Background: an optimization exercise with open tools, aiming at small area. Do not read the settings as production practice. Function was checked by simulation only, so behaviour that the tests miss may differ from the original. No activity file was given, so power comes from the tool's default toggle rates.

File: design.v
module adder_32bit(
    input  logic [31:0] A_in,
    input  logic [31:0] B_in,
    output logic [31:0] Sum_out
);
    assign Sum_out = A_in + B_in;
endmodule
module Control_Unit(
	input [6:0] OP,
	input  logic [2:0] Funct3,
	input  logic [6:0] Funct7,
	output logic RegWrite,
	output logic [1:0] ImmSrc,    
	output logic ULASrc,
	output logic [2:0] ULAControl,
	output logic MemWrite,
	output logic ResultSrc,
	output logic Branch,   
	output logic BranchCond  
);
	always_comb begin
		RegWrite   = 1'b0;
		ULASrc     = 1'b0;
		ULAControl = 3'b000; 
		ImmSrc     = 2'b00;
		MemWrite   = 1'b0;
		ResultSrc  = 1'b0;
		Branch     = 1'b0; 
		BranchCond = 1'b0;  
		case(OP)
			7'b0110011: begin  
				RegWrite   = 1'b1;
				ULASrc     = 1'b0;
				MemWrite   = 1'b0;
				ResultSrc  = 1'b0;
				Branch     = 1'b0;
				ImmSrc     = 2'b00; 
                case({Funct3, Funct7})
               {3'b000, 7'b0000000}: ULAControl = 3'b000;  
               {3'b000, 7'b0100000}: ULAControl = 3'b001;  
               {3'b111, 7'b0000000}: ULAControl = 3'b010;  
               {3'b110, 7'b0000000}: ULAControl = 3'b011;  
               {3'b010, 7'b0000000}: ULAControl = 3'b101;  
                default: ULAControl = 3'b0;
                endcase
                end
			7'b0010011: begin  
				RegWrite   = 1'b1;
				ULASrc     = 1'b1;
				ImmSrc     = 2'b00; 
				MemWrite   = 1'b0;
				ResultSrc  = 1'b0;
				Branch     = 1'b0;
				case (Funct3)
             3'b000: ULAControl = 3'b000;  
             3'b111: ULAControl = 3'b010;  
				 3'b110: ULAControl = 3'b011;   
				 3'b100: ULAControl = 3'b100;   
             default: RegWrite = 1'b0;     
             endcase
			end
			7'b0000011: begin  
				RegWrite   = 1'b1;
				ULASrc     = 1'b1;
				ULAControl = 3'b000;
				ImmSrc     = 2'b00; 
				MemWrite   = 1'b0;
				ResultSrc  = 1'b1;
				Branch     = 1'b0;
			end
			7'b0100011: begin  
				RegWrite   = 1'b0;
				ULASrc     = 1'b1;
				ULAControl = 3'b000;
				ImmSrc     = 2'b01; 
				MemWrite   = 1'b1;
				ResultSrc  = 1'b0; 
				Branch     = 1'b0;
			end
			7'b1100011: begin 
				RegWrite   = 1'b0;
				ULASrc     = 1'b0;
				ULAControl = 3'b001; 
				ImmSrc     = 2'b10;
				MemWrite   = 1'b0;
				ResultSrc  = 1'b0; 
				Branch     = 1'b1; 
				case(Funct3)
				3'b000: BranchCond = 1'b0;  
				3'b001: BranchCond = 1'b1;  
            default: Branch = 1'b0;    
            endcase
			end
			default: begin
		RegWrite   = 1'b0;
		ULASrc     = 1'b0;
		ULAControl = 3'b000;  
		ImmSrc     = 2'b00;
		MemWrite   = 1'b0;
		ResultSrc  = 1'b0;
		Branch     = 1'b0;
			end
		endcase
	end
endmodule
module Extends (
	input logic [12:0] imediato,
	output logic [31:0] extensao_de_sinal
);
    assign extensao_de_sinal = {{19{imediato[12]}}, imediato};
endmodule
module Data_mem (
input logic [9:0] A,
input logic [31:0] WD,
input logic rst, WE, clk,
output logic [31:0] RD
);
logic [31:0] mem [0:31];
integer i;
always @ (posedge clk or negedge rst)
begin
		if (!rst)  
		begin
			for(i=0;i<32;i=i+1)
			begin
			mem[i]<=32'b0;
			end
		end
		else if (WE==1 && A[9:5]==5'd0)
			mem[A[4:0]]<=WD;
end
assign RD = (A[9:5]==5'd0) ? mem[A[4:0]] : 32'b0;
endmodule 
module Parallel_IN (
    input  logic [31:0] Address_in,    
    input  logic [31:0] MemData,    
    input  logic [7:0]  DataIn,     
    output logic [31:0] RegData_out     
);
    logic isaddress;
    assign isaddress = (Address_in == 8'hFC);
    assign RegData_out = isaddress ? { 24'b0, DataIn } : MemData;
endmodule
module Parallel_OUT (
    input  logic clk,
	 input  logic rst,
    input  logic EN,
    input  logic [31:0] Address,   
    input  logic [7:0] RegData,   
    output logic [7:0] DataOut    
);
	logic address_match;
   logic register_enable;
    assign address_match = (Address[7:0] == 8'hFC);
    assign register_enable = EN & address_match;
    always_ff @(posedge clk or negedge rst) begin
        if (!rst) begin
            DataOut <= 8'b0; 
        end
        else if (register_enable) begin
            DataOut <= RegData;
        end
    end
endmodule
module Program_Counter(
  			input logic clk, 
  			input logic rst,
  			input logic [31:0] PC, 
  			output logic [31:0] PC_out
);
  always @(posedge clk or negedge rst) 
    begin
      if(!rst)
        PC_out <= 0;  
    else 
        PC_out <= PC;      
  end
endmodule
module registerfile (
	input logic clk, rst, we3,
	input logic [4:0] wa3, ra1, ra2,
	input logic [31:0] wd3,
	output logic [31:0] rd1, rd2,
    output logic [31:0]  debug_x0,
    output logic [31:0]  debug_x1,
    output logic [31:0]  debug_x2,
    output logic [31:0]  debug_x3,
    output logic [31:0]  debug_x4,
    output logic [31:0]  debug_x5,
    output logic [31:0]  debug_x6,
    output logic [31:0]  debug_x7
);
logic [31:0] registers [31:0];
assign rd1 = (ra1 == 5'b0) ? 32'b0 : registers[ra1];
assign rd2 = (ra2 == 5'b0) ? 32'b0 : registers[ra2];
always_ff @(posedge clk or negedge rst) begin
	if (rst==0) begin
		for (int i = 0; i < 32; i++)
			registers[i] <= 32'd0;
	end
	else if(we3 && (wa3 != 5'd0))
		registers[wa3] <= wd3;
end
assign debug_x0 = registers[0];
assign debug_x1 = registers[1];
assign debug_x2 = registers[2];
assign debug_x3 = registers[3];
assign debug_x4 = registers[4];
assign debug_x5 = registers[5];
assign debug_x6 = registers[6];
assign debug_x7 = registers[7];
endmodule
module ULA (
  input logic [31:0]SrcA,
  input logic [31:0]SrcB,
  output logic [31:0]ULAresult,
  output logic Z,
  input logic [2:0]ULAcontrol 
);
  reg [31:0] RES;
  always @(*) 
    begin
      RES = 32'b0;
      case(ULAcontrol)
   	3'b000: RES = SrcA + SrcB;
      3'b001: RES = SrcA - SrcB;
      3'b010: RES = SrcA  & SrcB;
		3'b011: RES = SrcA | SrcB;
		3'b100: RES = SrcA ^ SrcB;  
      3'b101:begin
        if (SrcA < SrcB) 
        	RES = 32'b1; 
         else 
            RES = 32'b0; 
         end 
      default: RES = 32'b0;
      endcase
    end
  assign  ULAresult = RES;
  assign Z = (ULAresult == 32'b0);
endmodule
module adder_4 (
    input  logic [31:0] PC_in,
    output logic [31:0] PC_plus_4_out
);
    assign PC_plus_4_out = PC_in + 3'h4;
endmodule
module mux_4_to_1 (
    input  logic [12:0] d00,
    input  logic [12:0] d01,
    input  logic [12:0] d10,
    input  logic [12:0] d11,
    input  logic [1:0] sel,
    output logic [12:0] y
);
    always_comb begin
        case (sel)
            2'b00:   y = d00;
            2'b01:   y = d01;
            2'b10:   y = d10;
            2'b11:   y = d11;
            default: y = {13{1'bx}}; 
        endcase
    end
endmodule
module mux_3_to_1 (
    input  logic [31:0] x1,
    input  logic [31:0] x2,
    input  logic [31:0] x3,
    input  logic [1:0] x4,
    output logic [31:0] y1
);
    always_comb begin
        case (x4)
            2'b00:   y1 = x1;  
            2'b01:   y1 = x2;  
            2'b10:   y1 = x3;  
            default: y1 = 32'b0;
        endcase
    end
endmodule
module riscv_sc_top (
    input  logic        clk,
    input  logic        rst_n,
    output logic [31:0] imem_addr,
    input  logic [31:0] imem_rdata,
    input  logic [7:0]  sw_in,
    output logic [7:0]  led_out,
    output logic [31:0] dbg_x0,
    output logic [31:0] dbg_x1,
    output logic [31:0] dbg_x2,
    output logic [31:0] dbg_x3,
    output logic [31:0] dbg_x4,
    output logic [31:0] dbg_x5,
    output logic [31:0] dbg_x6,
    output logic [31:0] dbg_x7
);
wire rst = rst_n;
wire [31:0] w_Imm, w_rd1SrcA, w_rd2, w_SrcB, w_ULAResult, w_Inst, w_PCp4, w_PC, w_RData, w_Wd3, w_ImmPC, w_PCn, w_RegData;
wire [12:0] w_mimm;
wire [1:0] w_immSrc;
wire w_Zero;
wire w_PCSrc, w_Branch;
wire w_BranchCond, branch_condition;
wire w_memWrite, w_ResultSrc;
wire w_ULASrc, w_RegWrite;
wire [2:0] w_ULAControl;
assign imem_addr = w_PC;
assign w_Inst = imem_rdata;
Program_Counter u_pc (
        .clk(clk),
        .rst(rst),
        .PC(w_PCn),
        .PC_out(w_PC)
);
adder_4 u_adder4 (
        .PC_in(w_PC),
        .PC_plus_4_out(w_PCp4)
);
Control_Unit u_ctrl (
        .OP(w_Inst[6:0]),
        .Funct3(w_Inst[14:12]),
        .Funct7(w_Inst[31:25]),
        .ULAControl(w_ULAControl[2:0]),
        .ULASrc(w_ULASrc),
        .RegWrite(w_RegWrite),
        .ImmSrc(w_immSrc),
        .MemWrite(w_memWrite),
        .ResultSrc(w_ResultSrc),
        .Branch(w_Branch),
        .BranchCond(w_BranchCond)
);
registerfile u_regfile (
        .clk(clk),
        .rst(rst),
        .we3(w_RegWrite),
        .ra1(w_Inst[19:15]),
        .ra2(w_Inst[24:20]),
        .wa3(w_Inst[11:7]),
        .wd3(w_Wd3),
        .rd1(w_rd1SrcA),
        .rd2(w_rd2),
        .debug_x0(dbg_x0),
        .debug_x1(dbg_x1),
        .debug_x2(dbg_x2),
        .debug_x3(dbg_x3),
        .debug_x4(dbg_x4),
        .debug_x5(dbg_x5),
        .debug_x6(dbg_x6),
        .debug_x7(dbg_x7)
);
mux_4_to_1 muxplexador1 (
        .d00({w_Inst[31], w_Inst[31:20]}),
        .d01({1'b0, w_Inst[31:25], w_Inst[11:7]}),
        .d10({w_Inst[31], w_Inst[7], w_Inst[30:25], w_Inst[11:8], 1'b0}),
        .d11(13'b0),
        .sel(w_immSrc),
        .y(w_mimm)
);
Extends uu_extend (
        .imediato(w_mimm),
        .extensao_de_sinal(w_Imm)
);
adder_32bit addImm (
        .A_in(w_PC),
        .B_in(w_Imm),
        .Sum_out(w_ImmPC)
);
assign w_SrcB = w_ULASrc ? w_Imm : w_rd2;
assign w_PCn = w_PCSrc ? w_ImmPC : w_PCp4;
assign branch_condition = w_BranchCond ? ~(w_Zero) : w_Zero;
assign w_PCSrc = w_Branch & branch_condition;
ULA u_alu (
        .SrcA(w_rd1SrcA),
        .SrcB(w_SrcB),
        .ULAcontrol(w_ULAControl),
        .ULAresult(w_ULAResult),
        .Z(w_Zero)
);
Data_mem memoria (
        .A(w_ULAResult[9:0]),
        .WD(w_rd2),
        .rst(rst),
        .WE(w_memWrite),
        .clk(clk),
        .RD(w_RData)
);
mux_3_to_1 instaciaaoo (
        .x1(w_ULAResult),
        .x2(w_RegData),
        .x3(w_PCp4),
        .x4({1'b0, w_ResultSrc}),
        .y1(w_Wd3)
);
Parallel_IN u_parallel_in (
        .Address_in(w_ULAResult),
        .MemData(w_RData),
        .DataIn(sw_in),
        .RegData_out(w_RegData)
);
Parallel_OUT u_parallel_out (
        .clk(clk),
        .rst(rst),
        .EN(w_memWrite),
        .Address(w_ULAResult),
        .RegData(w_rd2[7:0]),
        .DataOut(led_out)
);
endmodule
File: run.sh
#!/bin/bash
# synth_recipe.tcl (not shown) runs the flow's synth.tcl, then flattens the netlist and writes it again
# the make line also repeats each setting of config.mk as NAME=value (left out here)
make -C /OpenROAD-flow-scripts/flow DESIGN_CONFIG=/design/flow/config.mk WORK_HOME=/design/flow/orfs CLKGATE_MAP_FILE= SYNTH_SCRIPT=/design/flow/synth_recipe.tcl finish
File: config.mk
export PLATFORM = sky130hd
export DESIGN_NAME = riscv_sc_top
export DESIGN_NICKNAME = riscv_sc_top
export VERILOG_FILES = /design/flow/design.v
export SDC_FILE = /design/flow/constraint.sdc
export NUM_CORES = 4
export LEC_CHECK = 0
export CAP_MARGIN = 20
export CORE_MARGIN = 2
export CORE_UTILIZATION = 40
export SLEW_MARGIN = 20
File: constraint.sdc
create_clock -name core_clock -period 12.0 [get_ports {clk}]
set_input_delay 2.4000 -clock core_clock [delete_from_list [all_inputs] [get_ports {clk}]]
set_output_delay 2.4000 -clock core_clock [all_outputs]
set_load 0.01 [all_outputs]
==> notes.md <==
CP peak stage delay=between 1 and 1.5 ns; WHS Endpoint=u_regfile.registers[0][18]$_DFFE_PN0P_; top cells by count, synth=dfrtp_1, mux2_2, a22oi_1; r2r setup slk=3.90 ns; Yosys reg bits=roughly 2100; final wirelength=around 550000 um; via-per-instance ratio=6.87; WP data required=~13 ns; detailed placement HPWL=366000 um; Total GRT Usage=40.8%; TritonCTS clock tree=built; Worst R2R Path Depth=26; CP max-delay cell=nor2_4; post-route setup TNS=0 ns; first-pass GRT wire length=around 750000 um; Hold Crit Class=reg2reg; DR pass1 iterations=13; run status=timing/DRC/antenna clean; grt total ovfl=0; starting density of the core=40.1%; core area=between 0.2 and 0.3 mm2; Most Frequent Cell on Critical Path=buf_4; mapped cell area=around 0.10 mm2; Num CTS Buffers=around 230; Die Area=0.261 mm2; normalized max-slew margin=between 10% and 20%; fmax=just over 90 MHz; pwr dens=around 130 mW/mm2; vias in the first global route=just over 90000; multi-input logic area=about 0.048 mm2; clk latency of the worst-skew pair=between 0.9 and 1 ns; Tightest Pin Transition=1.26 ns; Mean Syn Cell Area=10.8 um2; Mapped Cells=approximately 9500; CTS max path bufs=3; RR Endpoint=u_regfile.registers[4][10]$_DFFE_PN0P_; Routed Antenna Nets=0; Synth area leaders=dfrtp_1, mux2_2, a22oi_1; filler instances=23300; IO Count=approximately 340; nets@finish=10300; per-cell routed wire length=40.1 um; DR vias=about 94000; Die X=around 500 um; clk sink count=2088; post-route clock period utilization=around nine tenths; DRC=0; CTS HTree Levels=4; synth warn=10; Die H=just over 500 um; critical path class=in2reg; clock root buffer=clkbuf_16; max-cap violation count=0; worst hold start=u_regfile.registers[0][18]$_DFFE_PN0P_; worst clock skew=between 0.07 and 0.08 ns; postcts setup bufs=0; reg-to-reg startpoint=u_regfile.registers[5][0]$_DFFE_PN0P_; area added between synthesis and finish=21.2%; utilization after layout=roughly 49%; area leader, netlist=dfrtp_1; share of layout cells above drive strength 1=between 20% and 30%; clk slew on worst S/H paths=approximately 0.060 ns; Synth Net Count=around 9700; largest net degree at the start of global routing=around 180; row count=between 150 and 200; minimum clock period=about 11 ns; Slew Limit Fails=0; sequential fraction of the synthesis area=between 50% and 60%; Critical Path Start Type=input pin; Yosys top cell area share=approximately half; First DRT Iteration DRCs=15000; unrepaired setup endpoints after global routing=no; RePlAce Congestion=about 1.0; EDFF count, synth=0; Post-synth top flop=dfrtp_1; cts hold-fix bufs=0; Unique masters post-synth=between 100 and 150; Crit path arrival time=11.81 ns; Peak VDD IR=166 uV; count leader, synth=dfrtp_1; Hold Path Depth=0; Crit. End Element=flip-flop; cts repair resizes=0; final hold violation count=0; FFs w/ async S/R, synth=100%; final setup fails=0; sequential standard cell area=between 0.05 and 0.06 mm2; Leak=just under 0.06 uW; initial antenna violation count=27; IO buf count=337; CP Max Fanout=31
## worst max path at each step
| stage | endpoint | startpoint | cells after the start | slack, ns |
|---|---|---|---|---|
| 6_report | u_regfile.registers[4][10]$_DFFE_PN0P_ | imem_rdata[24] | 29 | 1.02 |
| 2_1_floorplan | u_pc.PC_out[3]$_DFF_PN0_ | imem_rdata[22] | 28 | 2.89 |
| 5_1_grt | u_regfile.registers[17][10]$_DFFE_PN0P_ | imem_rdata[24] | 30 | 0.99 |
| 3_3_place_gp | u_regfile.registers[20][10]$_DFFE_PN0P_ | imem_rdata[24] | 29 | 0.62 |
| 3_5_place_dp | u_regfile.registers[17][10]$_DFFE_PN0P_ | imem_rdata[24] | 29 | 0.51 |
| 4_1_cts | u_regfile.registers[17][10]$_DFFE_PN0P_ | imem_rdata[24] | 29 | 1.44 |
## logic make-up after synthesis
logic type                 after synthesis  share of synthesized area (%)
DFF                                   2088                           50.8
muxes                                 1476                           16.0
xor gates and xnor gates                57                          0.485
and+or+nand+nor                       2129                           9.33
adders and majority gates              131                           1.61
AOI/OAI and AO/OA                     2654                           17.8
buffers and inverters                  983                           3.95
## where the power goes
group          leakage (uW)  switching (uW)  internal [uW]  total (uW)
registers            0.0291             110           7110        7220
clock network       0.00388            3220           4430        7650
logic                0.0252            1040            444        1480
total                0.0582            4360          12000       16400
## flip-flops by register name (all words and copies together), names as in the netlist
register / flops
u_pc.PC_out: 32
u_parallel_out.DataOut: 8
memoria.mem: 1024
u_regfile.registers: 1024
## area by class of cell
type / instances / share of cell area (%)
antenna: 15 / 0.0301
clock buffer: 300 / 5.06
clock inverter: 114 / 1.44
inverter: 120 / 0.361
multi-input combinational: 6447 / 38.5
sequential: 2088 / 41.9
tap: 3384 / 3.40
timing repair buffer: 1197 / 9.34
## worst max-delay path, delay by kind of cell
family | cells | cell delay (ns)
AO/OA/AOI/OAI | 11 | 3.32
adder cells (fa/ha/maj) | 1 | 0.44
buffers and inverters | 6 | 1.88
multiplexers | 1 | 0.20
AND/OR/NAND/NOR | 10 | 3.47
## per-layer routing
| metal | vias up | GRT usage [%] | wire length, um |
|---|---|---|---|
| li1 | 36500 | - | - |
| met3 | 2093 | 14.0 | 71800 |
| met4 | 18 | 27.1 | 45300 |
| met5 | - | 0.0731 | 152 |
| met2 | 7591 | 57.3 | 223000 |
| met1 | 47600 | 53.0 | 207000 |
## placed cells by master (no fill, tap or decap), types with 21 or more instances in the layout
cell type        count
xor2_1              28
nor2_2              50
o211ai_1            25
o21ai_1             34
ha_1               128
a211oi_1            32
a221oi_1           236
nor3_1             114
mux2_1             114
clkbuf_16          229
clkdlybuf4s50_1    334
dfrtp_1           2088
buf_12             142
clkinvlp_4          23
a22o_1             216
a22oi_1            742
a21o_1              35
o21ai_0            380
nor4_1              21
clkbuf_1            40
inv_1              120
nand2b_1            29
bufinv_16           33
buf_4              716
or3_1               21
nand3_1            209
mux2_2            1245
clkbuf_8            31
nand2_1            695
nor2_1             527
mux2i_1            111
xnor2_1             29
and3_1              30
nor2_4             103
nand4_1            166
nand2_2             37
a21oi_1            615
a222oi_1            82
clkinv_2            29
## stage by stage
stage               area (um2)  instances  setup slack, ns  power, uW  hold WS [ns]
finish                  125000      13700             1.02      16400         0.372
global route            125000      13700            0.989      16700         0.386
CTS                     125000      13600             1.44      16300         0.377
detailed placement      117000      13200            0.512       8770         0.364
global placement        117000      13200            0.623       8760         0.364
floorplan               103000       9518             2.89       7880         0.456

-- what the ideal ports hide --
Ports are ideal in the flow. The routed layout listed here was re-timed in OpenROAD. Step 1: set_driving_cell puts a clkbuf_16 on clk and a buf_2 on each other input, an assumption about the parent block. Step 2 times the ports against the registers' clock, not the clock port: input delays grow and output delays shrink by t, the midpoint of the rising clock arrivals with the driver on. Slacks: ideal / step 1 / step 2; pairs: ideal / step 1.
t, ns: 1.000
setup slack, ns: 1.016 / 1.091 / 0.090
worst data-port slew with drivers (ns): 0.09
After both steps setup and hold are still met in this run. The setup slack of this run moves by +0.075 ns with the drivers and by -0.926 ns with both steps.
